This design comes from an exercise in tuning for small area, a short achievable clock period and few clock cycles per item on the open sky130 flow, not from production work. Function was checked by simulation only, so behaviour that the tests miss may differ from the original.

Setup of v27:
// sm4_top
module sm4_top (
    clk,rst,start,i_plaintext,i_key,
    o_data,o_done
);
Size in the first run: ~3500 cells after synthesis, roughly 390 flip-flops, ~7 I/O pins.
clock: 6.5 ns
lec_check: 0
abc_area: 1
cap_margin: 20
core_margin: 2
core_utilization: 40
cts_cluster_diameter: 80
cts_cluster_size: 24
setup_slack_margin: 4.0
slew_margin: 20
standard.sh (not shown) runs the stock make flow with config.mk's settings and CLKGATE_MAP_FILE= SYNTH_SCRIPT=/design/flow/synth_recipe.tcl, a recipe that flattens the netlist after the stock synthesis.
==> flow/flow/run.sh <==
#!/bin/bash
# The standard ORFS layout (standard.sh), with two synthesis changes:
#  - ADDER_MAP_FILE empty: Yosys's full/half-adder extraction would turn the
#    XOR/AND pairs of the S-box and linear layers into slow adder cells that
#    ABC cannot restructure.
#  - the 3-input XOR/XNOR cells are added to DONT_USE_CELLS (on top of the
#    platform's list): ABC chains them in the linear layers, and they are
#    slower than trees of 2-input XORs.
set -euo pipefail
PLATFORM_DONT_USE=$(sed -n '/^export DONT_USE_CELLS += /,/^#/p' \
    "$FLOW_HOME/platforms/sky130hd/config.mk" | grep -o 'sky130_fd_sc_hd__[a-z0-9_]*' | tr '\n' ' ')
EXTRA="sky130_fd_sc_hd__xor3_1 sky130_fd_sc_hd__xor3_2 sky130_fd_sc_hd__xor3_4 sky130_fd_sc_hd__xnor3_1 sky130_fd_sc_hd__xnor3_2 sky130_fd_sc_hd__xnor3_4"
bash standard.sh ADDER_MAP_FILE= "DONT_USE_CELLS=$PLATFORM_DONT_USE $EXTRA" finish > standard.log 2>&1
Testbench counts of v27, summed over its fixed seeds: cycles 22,848, blocks 64.
Changes in v9 relative to v27:
# v27
export LEC_CHECK = 0
export ABC_AREA = 1
export CAP_MARGIN = 20
export CORE_MARGIN = 2
export CORE_UTILIZATION = 40
export CTS_CLUSTER_DIAMETER = 80
export CTS_CLUSTER_SIZE = 24
export SETUP_SLACK_MARGIN = 4.0
export SLEW_MARGIN = 20
create_clock -name core_clock -period 6.5 [get_ports {clk}]
# v9
export LEC_CHECK = 0
export ABC_AREA = 1
export CAP_MARGIN = 20
export CORE_MARGIN = 2
export CORE_UTILIZATION = 55
export CTS_CLUSTER_DIAMETER = 100
export CTS_CLUSTER_SIZE = 30
export SETUP_SLACK_MARGIN = 4.1
export SLEW_MARGIN = 20
create_clock -name core_clock -period 6.5 [get_ports {clk}]
Results
Compared with v27, in v9 global-route usage moved up, routed wire length higher, register area went up.
### v9 -> v34
# v9
export LEC_CHECK = 0
export ABC_AREA = 1
export CAP_MARGIN = 20
export CORE_MARGIN = 2
export CORE_UTILIZATION = 55
export CTS_CLUSTER_DIAMETER = 100
export CTS_CLUSTER_SIZE = 30
export SETUP_SLACK_MARGIN = 4.1
export SLEW_MARGIN = 20
create_clock -name core_clock -period 6.5 [get_ports {clk}]
# v34
export LEC_CHECK = 0
export ABC_AREA = 1
export CAP_MARGIN = 20
export CORE_MARGIN = 2
export CORE_UTILIZATION = 40
export CTS_CLUSTER_DIAMETER = 100
export CTS_CLUSTER_SIZE = 30
export SETUP_SLACK_MARGIN = 4.1
export SLEW_MARGIN = 20
create_clock -name core_clock -period 6.5 [get_ports {clk}]
Results
Sort v34 and v9 by fraction of final layout cells with drive strength greater than 1 desc -> top: v34
Antenna diode instance count: v9 vs v34 identical
v34: estimated wirelength of the detail-placed design is 3.6% lower than what v9 reported.
Changes observed in v34 relative to v9: number of vias per cell now sits lower; total detailed-routing wirelength lost 3.6%; height of the die picked up an extra 35 um; cell area increased by 1.4% relative to the old numbers.
For v18, these inputs were changed with respect to v34:
# v34
export LEC_CHECK = 0
export ABC_AREA = 1
export CAP_MARGIN = 20
export CORE_MARGIN = 2
export CORE_UTILIZATION = 40
export CTS_CLUSTER_DIAMETER = 100
export CTS_CLUSTER_SIZE = 30
export SETUP_SLACK_MARGIN = 4.1
export SLEW_MARGIN = 20
create_clock -name core_clock -period 6.5 [get_ports {clk}]
# v18
export LEC_CHECK = 0
export ABC_AREA = 1
export CAP_MARGIN = 20
export CORE_MARGIN = 2
export CORE_UTILIZATION = 50
export CTS_CLUSTER_DIAMETER = 100
export CTS_CLUSTER_SIZE = 28
export SETUP_SLACK_MARGIN = 4.1
export SLEW_MARGIN = 20
create_clock -name core_clock -period 6.5 [get_ports {clk}]
Notes after the runs:
v18 went all the way through the flow, and no timing, DRC or antenna check failed. In the reports for v34 and v18, the smaller largest net degree at the start of global routing belongs to v18. Diff v34 -> v18: area of all placed cells without fillers moved down, core box area went down by 12000 um2. Looking at v34 and v18, the sum of negative setup slack is a wash.


sm4_top, a different RTL version from the one above (not shown whole).
For scale: about 3200 cells after synthesis, ~430 flip-flops, about 7 I/O pins.
export LEC_CHECK = 0
export ABC_AREA = 1
export CAP_MARGIN = 10
export CORE_MARGIN = 2
export CORE_UTILIZATION = 50
export CTS_CLUSTER_DIAMETER = 100
export CTS_CLUSTER_SIZE = 30
export SETUP_SLACK_MARGIN = 4.05
export SLEW_MARGIN = 10
create_clock -name core_clock -period 6.5 [get_ports {clk}]
Scripts as last shown in full above: flow/flow/run.sh
The first run completed without violations.
Testbench counts at the start, summed over its fixed seeds: cycles 22,848, blocks 64.
==> next run, changes <==
==> flow/run.sh (new file) <==
#!/bin/bash
# synth_recipe.tcl (not shown) runs the flow's synth.tcl, then flattens the netlist and writes it again
# the make line also repeats each setting of config.mk as NAME=value (left out here)
make -C /OpenROAD-flow-scripts/flow DESIGN_CONFIG=/design/flow/config.mk WORK_HOME=/design/flow/orfs CLKGATE_MAP_FILE= SYNTH_SCRIPT=/design/flow/synth_recipe.tcl finish
Settings changed: CAP_MARGIN 10 to 20, CORE_UTILIZATION 50 to 40, SETUP_SLACK_MARGIN 4.05 to 4.0, SLEW_MARGIN 10 to 20.
removed: flow/flow/run.sh
removed: flow/standard.sh
What happened:
- The new run ran to the end with no violations
- synthesized cell count shrinks by 6.7%
- first-iteration DRC count grows by 11%
- area after synthesis shrinks by 4.4%
- non-clock buffer count grows by 99
- cell count grows by 0.71%
==> next run, changes <==
==> flow/flow/run.sh (new file) <==
#!/bin/bash
# The standard ORFS layout (standard.sh), with two synthesis changes:
#  - ADDER_MAP_FILE empty: Yosys's full/half-adder extraction would turn the
#    XOR/AND pairs of the S-box and linear layers into slow adder cells that
#    ABC cannot restructure.
#  - the 3-input XOR/XNOR cells are added to DONT_USE_CELLS (on top of the
#    platform's list): ABC chains them in the linear layers, and they are
#    slower than trees of 2-input XORs.
set -euo pipefail
PLATFORM_DONT_USE=$(sed -n '/^export DONT_USE_CELLS += /,/^#/p' \
    "$FLOW_HOME/platforms/sky130hd/config.mk" | grep -o 'sky130_fd_sc_hd__[a-z0-9_]*' | tr '\n' ' ')
EXTRA="sky130_fd_sc_hd__xor3_1 sky130_fd_sc_hd__xor3_2 sky130_fd_sc_hd__xor3_4 sky130_fd_sc_hd__xnor3_1 sky130_fd_sc_hd__xnor3_2 sky130_fd_sc_hd__xnor3_4"
bash standard.sh ADDER_MAP_FILE= "DONT_USE_CELLS=$PLATFORM_DONT_USE $EXTRA" finish > standard.log 2>&1
==> flow/standard.sh (new file) <==
#!/bin/bash
# synth_recipe.tcl (not shown) runs the flow's synth.tcl, then flattens the netlist and writes it again
# the make line also repeats each setting of config.mk as NAME=value (left out here)
make -C /OpenROAD-flow-scripts/flow DESIGN_CONFIG=/design/flow/config.mk WORK_HOME=/design/flow/orfs CLKGATE_MAP_FILE= SYNTH_SCRIPT=/design/flow/synth_recipe.tcl "${@:-finish}"
Settings changed: CORE_UTILIZATION 40 to 45, SETUP_SLACK_MARGIN 4.0 to 4.1.
removed: flow/run.sh
The new run passed the timing, design-rule and antenna checks. Via count climbs by 5.2%. First-iteration DRC count drops by 2.4%. Wire length climbs by 0.81%. Sequential cell count is unchanged. Core utilization climbs by 1.9 points. Fmax climbs by 13%. Cell area drops by 3.3%.
==> next run, changes <==
Settings changed: CORE_UTILIZATION 45 to 40, CTS_CLUSTER_DIAMETER 100 to 90, CTS_CLUSTER_SIZE 30 to 26.
Final area is higher by 1.3%.
Maximum frequency grows by 0.89%.
Routed wire length decreases by 3.4%.
Synthesized cell count is unchanged.
Via count fell by 3.5%.
Worst hold slack is worse by 0.0047 ns.
First-iteration DRC count drops by 13%.


Setup of cedar:
Another version of the RTL of sm4_top (not shown whole).
For scale: about 7 I/O pins.
==> flow/design.v (excerpt) <==
module sm4_top (
    clk,rst,start,i_plaintext,i_key,
    o_data,o_done
);
Settings: LEC_CHECK=0, CAP_MARGIN=20, CORE_MARGIN=2, CORE_UTILIZATION=60, SETUP_SLACK_MARGIN=3.6, SLEW_MARGIN=20; clock period 6.5 ns.
==> flow/flow/run.sh <==
#!/bin/bash
# The standard ORFS layout (standard.sh), with two synthesis changes:
#  - ADDER_MAP_FILE empty: Yosys's full/half-adder extraction would turn the
#    XOR/AND pairs of the S-box and linear layers into slow adder cells that
#    ABC cannot restructure.
#  - the 3-input XOR/XNOR cells are added to DONT_USE_CELLS (on top of the
#    platform's list): ABC chains them in the linear layers, and they are
#    slower than trees of 2-input XORs.
set -euo pipefail
PLATFORM_DONT_USE=$(sed -n '/^export DONT_USE_CELLS += /,/^#/p' \
    "$FLOW_HOME/platforms/sky130hd/config.mk" | grep -o 'sky130_fd_sc_hd__[a-z0-9_]*' | tr '\n' ' ')
EXTRA="sky130_fd_sc_hd__xor3_1 sky130_fd_sc_hd__xor3_2 sky130_fd_sc_hd__xor3_4 sky130_fd_sc_hd__xnor3_1 sky130_fd_sc_hd__xnor3_2 sky130_fd_sc_hd__xnor3_4"
bash standard.sh ADDER_MAP_FILE= "DONT_USE_CELLS=$PLATFORM_DONT_USE $EXTRA" finish > standard.log 2>&1
Testbench counts of cedar, summed over its fixed seeds: cycles 22,848, blocks 64.
Edits applied to the flow inputs when going from cedar to nickel:
Settings: CORE_UTILIZATION now 40, was 60; SETUP_SLACK_MARGIN now 4.4, was 3.6; ABC_AREA now 1, previously not set.
Notes after the runs:
Going from cedar to nickel, worst hold slack shrinks by 12 ps. Diff cedar -> nickel: post-place instance area shows an increase of about 3.6%; global-route wire length before repair climbed about 18%; clock network contribution to total cell area decreased by 1.2 points relative to the old numbers; number of nets at the end of the flow now larger. For cedar and nickel, there was not a single run that failed to finish clean.
Input-level comparison between raven and nickel:
Settings: a change of SETUP_SLACK_MARGIN from 4.4 to 3.8.
Notes after the runs:
Least setup slack across all paths after layout (raven over nickel): decrease, 200 ps
Sort nickel and raven by routed wire length, ascending, and raven comes first.
Against nickel, cell area in raven came out better.
Area growth from synthesis to final layout in raven is 28 points lower than in nickel
Relative to raven, the following input files were edited for juniper:
Settings: clearing ABC_AREA, which used to be 1; swapping 3.8 for 4.0 in SETUP_SLACK_MARGIN.
### Flow results
Looking at setup slack across raven and juniper, the one that comes out higher is juniper. The slowest library cell on the worst path comes out dfxtp_4 in one run and dfrtp_1 in the other, namely in juniper and raven respectively. raven ended up with nand2_1 as its leading cell type in the layout, fill and taps excluded; juniper ended up with xnor2_1. Diff raven -> juniper: number of antenna violations at the first check in global routing ~0 delta; routed wire length +about 0.7%. The final reports for juniper and raven show maximum operating frequency higher in the former. Density: juniper denser than raven. XOR/XNOR gates as the largest family of logic cells by synthesized area was reported by juniper, and simple AND/OR/NAND/NOR gates by raven. juniper vs raven: final area up. Number of buffers inserted to repair setup after CTS (lower): raven. Compare raven and juniper | logic depth of the worst path, buffers included lower: raven. From raven to juniper the numbers moved as follows: synthesized cell count went down; worst-skew pair later-pin latency went down; number of nets in the synthesized netlist went down.

==> separate check: timing with driven ports <==
Ports are ideal in the flow. The routed layouts listed here were re-timed in OpenROAD.
Step 1: set_driving_cell puts a clkbuf_16 on clk and a buf_2 on each other input, an assumption about the parent block.
Step 2 moves the port delays by t, midway between the first and last clock arrival at a register: inputs arrive t later, outputs are due t later. That takes back most of the time a late clock gives input paths.
Three values: ideal ports, drivers, drivers and shift; two values: the first two.
run	t (ns)	slack for setup (ns)	pins driven straight from the clock port
v27	0.627	4.065 / 4.000 / 3.611	1
v9	0.601	4.131 / 4.071 / 3.687	1
v34	0.605	4.138 / 4.079 / 3.666	1
v18	0.608	4.130 / 4.063 / 3.618	1
the first run of note 2	0.595	4.103 / 4.050 / 3.618	1
the second run of note 2	0.620	3.801 / 3.801 / 3.551	1
the third run of note 2	0.621	4.118 / 4.054 / 3.627	1
the fourth run of note 2	0.635	4.139 / 4.080 / 3.655	1
cedar	0.619	3.686 / 3.686 / 3.557	1
nickel	0.639	4.126 / 4.063 / 3.958	1
raven	0.653	3.922 / 3.864 / 3.504	1
juniper	0.615	4.006 / 3.987 / 3.604	1
After both steps setup and hold are still met in every run listed. The setup slack of v18, which loses most, moves by -0.067 ns with the drivers and by -0.512 ns with both steps.
